This is an optimization exercise on Yosys and OpenROAD, whose aim is small area, not a production implementation.
Only simulation tests tie the RTL to the original design; equivalence was not proved.
Power figures rest on the tool's default switching activity, not on a simulated workload.

## v32
## yuv422_to_rgb
module yuv422_to_rgb (
input             pclk               ,
input             presetn            ,
input      [31:0] paddr              ,
input      [31:0] pwdata             ,
output reg [31:0] prdata             ,
input             pwrite             ,
input             psel               ,
input             penable            ,
output            pslverr            ,
output            pready             ,
output reg        irq                ,
output reg [95:0] rgb_out
);
wire wr_setup  = psel & ~penable &  pwrite;
wire rd_setup  = psel & ~penable & ~pwrite;
wire wr_access = psel &  penable &  pwrite;
reg        cnt_writes;
reg        loaded;      
reg        conv1;       
reg        conv2;       
reg        wr0, wr1;    
reg [31:0] yuv_mem [0:1];   
reg        written0, written1;   
reg [47:0] pix01;       
wire idle = ~loaded & ~conv1 & ~conv2;
assign pready  = 1'b1;
assign pslverr = 1'b0;
always @(posedge pclk or negedge presetn)
	if (~presetn) begin
		cnt_writes <= 1'b0;
		loaded     <= 1'b0;
		conv1      <= 1'b0;
		conv2      <= 1'b0;
		irq        <= 1'b0;
		wr0        <= 1'b0;
		wr1        <= 1'b0;
	end else begin
		if (wr_access) cnt_writes <= ~cnt_writes;
		conv1  <= wr_access & cnt_writes & ~conv1;
		conv2  <= conv1 & ~conv2;
		irq    <= conv2 & ~irq;
		loaded <= loaded ? ~(wr_access & cnt_writes) : (wr_setup & ~conv1 & ~conv2);
		wr0    <= wr_setup & (paddr[7:0] == 8'h10);
		wr1    <= wr_setup & (paddr[7:0] == 8'h14);
	end
always @(posedge pclk or negedge presetn)
	if (~presetn) begin
		written0 <= 1'b0;
		written1 <= 1'b0;
	end else begin
		if (wr0) written0 <= 1'b1;
		if (wr1) written1 <= 1'b1;
	end
always @(posedge pclk) begin
	if (wr0) yuv_mem[0] <= pwdata;
	if (wr1) yuv_mem[1] <= pwdata;
end
wire sel1 = conv2 & written1;
wire sel0 = ~conv2 & written0;
wire [31:0] cin = ({32{sel1}} & yuv_mem[1]) | ({32{sel0}} & yuv_mem[0]);
wire [26:0] terms;
wire [47:0] pix;
  ...
Size in the first run: ~970 cells after synthesis, roughly 240 flip-flops, ~13,000 sq um of cells after synthesis.
==> module yuv422_to_rgb, before the edit <==
module yuv422_to_rgb (
input             pclk               ,
input             presetn            ,
input      [31:0] paddr              ,
input      [31:0] pwdata             ,
output reg [31:0] prdata             ,
input             pwrite             ,
input             psel               ,
input             penable            ,
output            pslverr            ,
output            pready             ,
output reg        irq                ,
output reg [95:0] rgb_out
);
wire wr_setup  = psel & ~penable &  pwrite;
wire rd_setup  = psel & ~penable & ~pwrite;
wire wr_access = psel &  penable &  pwrite;
reg        cnt_writes;
reg        loaded;      
reg        conv1;       
reg        conv2;       
reg        wr0, wr1;    
reg [31:0] yuv_mem [0:1];   
reg        written0, written1;   
reg [47:0] pix01;       
wire idle = ~loaded & ~conv1 & ~conv2;
assign pready  = 1'b1;
assign pslverr = 1'b0;
always @(posedge pclk or negedge presetn)
	if (~presetn) begin
		cnt_writes <= 1'b0;
		loaded     <= 1'b0;
		conv1      <= 1'b0;
		conv2      <= 1'b0;
		irq        <= 1'b0;
		wr0        <= 1'b0;
		wr1        <= 1'b0;
	end else begin
		if (wr_access) cnt_writes <= ~cnt_writes;
		conv1  <= wr_access & cnt_writes & ~conv1;
		conv2  <= conv1 & ~conv2;
		irq    <= conv2 & ~irq;
		loaded <= loaded ? ~(wr_access & cnt_writes) : (wr_setup & ~conv1 & ~conv2);
		wr0    <= wr_setup & (paddr[7:0] == 8'h10);
		wr1    <= wr_setup & (paddr[7:0] == 8'h14);
	end
always @(posedge pclk or negedge presetn)
	if (~presetn) begin
		written0 <= 1'b0;
		written1 <= 1'b0;
	end else begin
		if (wr0) written0 <= 1'b1;
		if (wr1) written1 <= 1'b1;
	end
always @(posedge pclk) begin
	if (wr0) yuv_mem[0] <= pwdata;
	if (wr1) yuv_mem[1] <= pwdata;
end
wire sel1 = conv2 & written1;
wire sel0 = ~conv2 & written0;
wire [31:0] cin = ({32{sel1}} & yuv_mem[1]) | ({32{sel0}} & yuv_mem[0]);
wire [26:0] terms;
wire [47:0] pix;
yuv_terms chroma (.U(cin[15:8]), .V(cin[31:24]), .t(terms));
yuv_to_rgb conv (.y0(cin[7:0]), .y1(cin[23:16]), .t(terms), .rgb(pix));
always @(posedge pclk)
	pix01 <= pix;
always @(posedge pclk or negedge presetn)
	if (~presetn) rgb_out <= 96'd0; else
	if (conv2)    rgb_out <= {pix01, pix};
reg [23:0] rd_pix;
always @(*)
	case (paddr[3:2])
		2'd0: rd_pix = rgb_out[95:72];
		2'd1: rd_pix = rgb_out[71:48];
		2'd2: rd_pix = rgb_out[47:24];
		default: rd_pix = rgb_out[23:0];
	endcase
always @(posedge pclk or negedge presetn)
	if (~presetn) prdata <= 32'd0; else
	if (rd_setup)
		case (paddr[7:0])
			8'h20: prdata <= {32{idle}};
			8'h30, 8'h34, 8'h38, 8'h3c: prdata <= {rd_pix, 8'd0};
		endcase
endmodule
clock: 9.0 ns
lec_check: 0
cap_margin: 20
core_margin: 2
core_utilization: 40
slew_margin: 20
synth_hierarchical: 1
standard.sh (not shown) runs the stock make flow with config.mk's settings and CLKGATE_MAP_FILE= SYNTH_SCRIPT=/design/flow/synth_recipe.tcl, a recipe that flattens the netlist after the stock synthesis.
==> flow/flow/run.sh <==
#!/bin/bash
# The standard layout flow (the standard.sh: ORFS with the standard
# synthesis), with two changes to how the layout is made:
#  - the buffers that placement puts on every input and output port are made
#    from the smallest buffer cell (buf_1) instead of clkdlybuf4s50_1;
#  - clock tree synthesis uses clkbuf_8 buffers on sink clusters of at most
#    12 flip-flops within 60 um, and no dummy loads.
# standard.sh's output goes to standard.log; each ORFS step keeps its own
# full log under orfs/logs.
export BUFFER_PORTS_ARGS="-buffer_cell sky130_fd_sc_hd__buf_1"
export CTS_ARGS="-sink_clustering_enable -repair_clock_nets -dont_use_dummy_load -buf_list sky130_fd_sc_hd__clkbuf_8 -sink_clustering_size 12 -sink_clustering_max_diameter 60"
bash standard.sh > standard.log 2>&1
What v38 does differently from v32 at the input level:
diff --git a/flow/design.v b/flow/design.v
--- a/flow/design.v
+++ b/flow/design.v
@@ -515,14 +515,13 @@
 wire wr_access = psel &  penable &  pwrite;
 reg        cnt_writes;
 reg        loaded;      
 reg        conv1;       
 reg        conv2;       
 reg        wr0, wr1;    
-reg [31:0] yuv_mem [0:1];   
-reg        written0, written1;   
+reg [31:0] yuv_mem [0:1];
 reg [47:0] pix01;       
 wire idle = ~loaded & ~conv1 & ~conv2;
 assign pready  = 1'b1;
 assign pslverr = 1'b0;
 always @(posedge pclk or negedge presetn)
 	if (~presetn) begin
@@ -541,25 +540,19 @@
 		loaded <= loaded ? ~(wr_access & cnt_writes) : (wr_setup & ~conv1 & ~conv2);
 		wr0    <= wr_setup & (paddr[7:0] == 8'h10);
 		wr1    <= wr_setup & (paddr[7:0] == 8'h14);
 	end
 always @(posedge pclk or negedge presetn)
 	if (~presetn) begin
-		written0 <= 1'b0;
-		written1 <= 1'b0;
+		yuv_mem[0] <= 32'd0;
+		yuv_mem[1] <= 32'd0;
 	end else begin
-		if (wr0) written0 <= 1'b1;
-		if (wr1) written1 <= 1'b1;
+		if (wr0) yuv_mem[0] <= pwdata;
+		if (wr1) yuv_mem[1] <= pwdata;
 	end
-always @(posedge pclk) begin
-	if (wr0) yuv_mem[0] <= pwdata;
-	if (wr1) yuv_mem[1] <= pwdata;
-end
-wire sel1 = conv2 & written1;
-wire sel0 = ~conv2 & written0;
-wire [31:0] cin = ({32{sel1}} & yuv_mem[1]) | ({32{sel0}} & yuv_mem[0]);
+wire [31:0] cin = conv2 ? yuv_mem[1] : yuv_mem[0];
 wire [26:0] terms;
 wire [47:0] pix;
 yuv_terms chroma (.U(cin[15:8]), .V(cin[31:24]), .t(terms));
 yuv_to_rgb conv (.y0(cin[7:0]), .y1(cin[23:16]), .t(terms), .rgb(pix));
 always @(posedge pclk)
 	pix01 <= pix;
Results
Routed metal-1 wire length down 52 um in v38 wrt v32. Compared to v32, the number of flip-flops in v38 is lower. In the reports for v32 and v38, the smaller worst endpoint required time belongs to v38. Area of the multi-input gates in v38 is about 12% above v32. Diff v32 -> v38 | die area | up by a few percent. From v32 to v38 the numbers moved as follows: post-route cell area picked up an extra about 2.3%, total power increased by 0.015 mW relative to the old numbers, logic depth of the worst register-to-register path down 3, data arrival time at the worst-slack endpoint fell by 0.44 ns. Summary of v38 over v32: number of distinct library cells after synthesis now sits lower, critical path depth has decreased. The higher max-slew headroom at the worst pin came out of v32.

what the ideal ports hide:
The results above use ideal ports. As a check the final layouts listed here were re-extracted and re-timed, cells and wires unchanged. Step 1 assumes that a clkbuf_16 drives the clock port and a buf_2 every other input. Step 2 moves the port delays by t, midway between the first and last clock arrival at a register: inputs arrive t later, outputs are due t later. That takes back most of the time a late clock gives input paths. Slacks: ideal ports / drivers / drivers and shift; pairs: ideal ports / drivers.
| run | t, ns | setup WS [ns] | cell pins on the clock port's net |
|---|---|---|---|
| v32 | 0.578 | 0.590 / 0.590 / 0.590 | 1 |
| v38 | 0.583 | 1.013 / 1.013 / 1.013 | 1 |
After both steps every run listed still meets setup and hold.
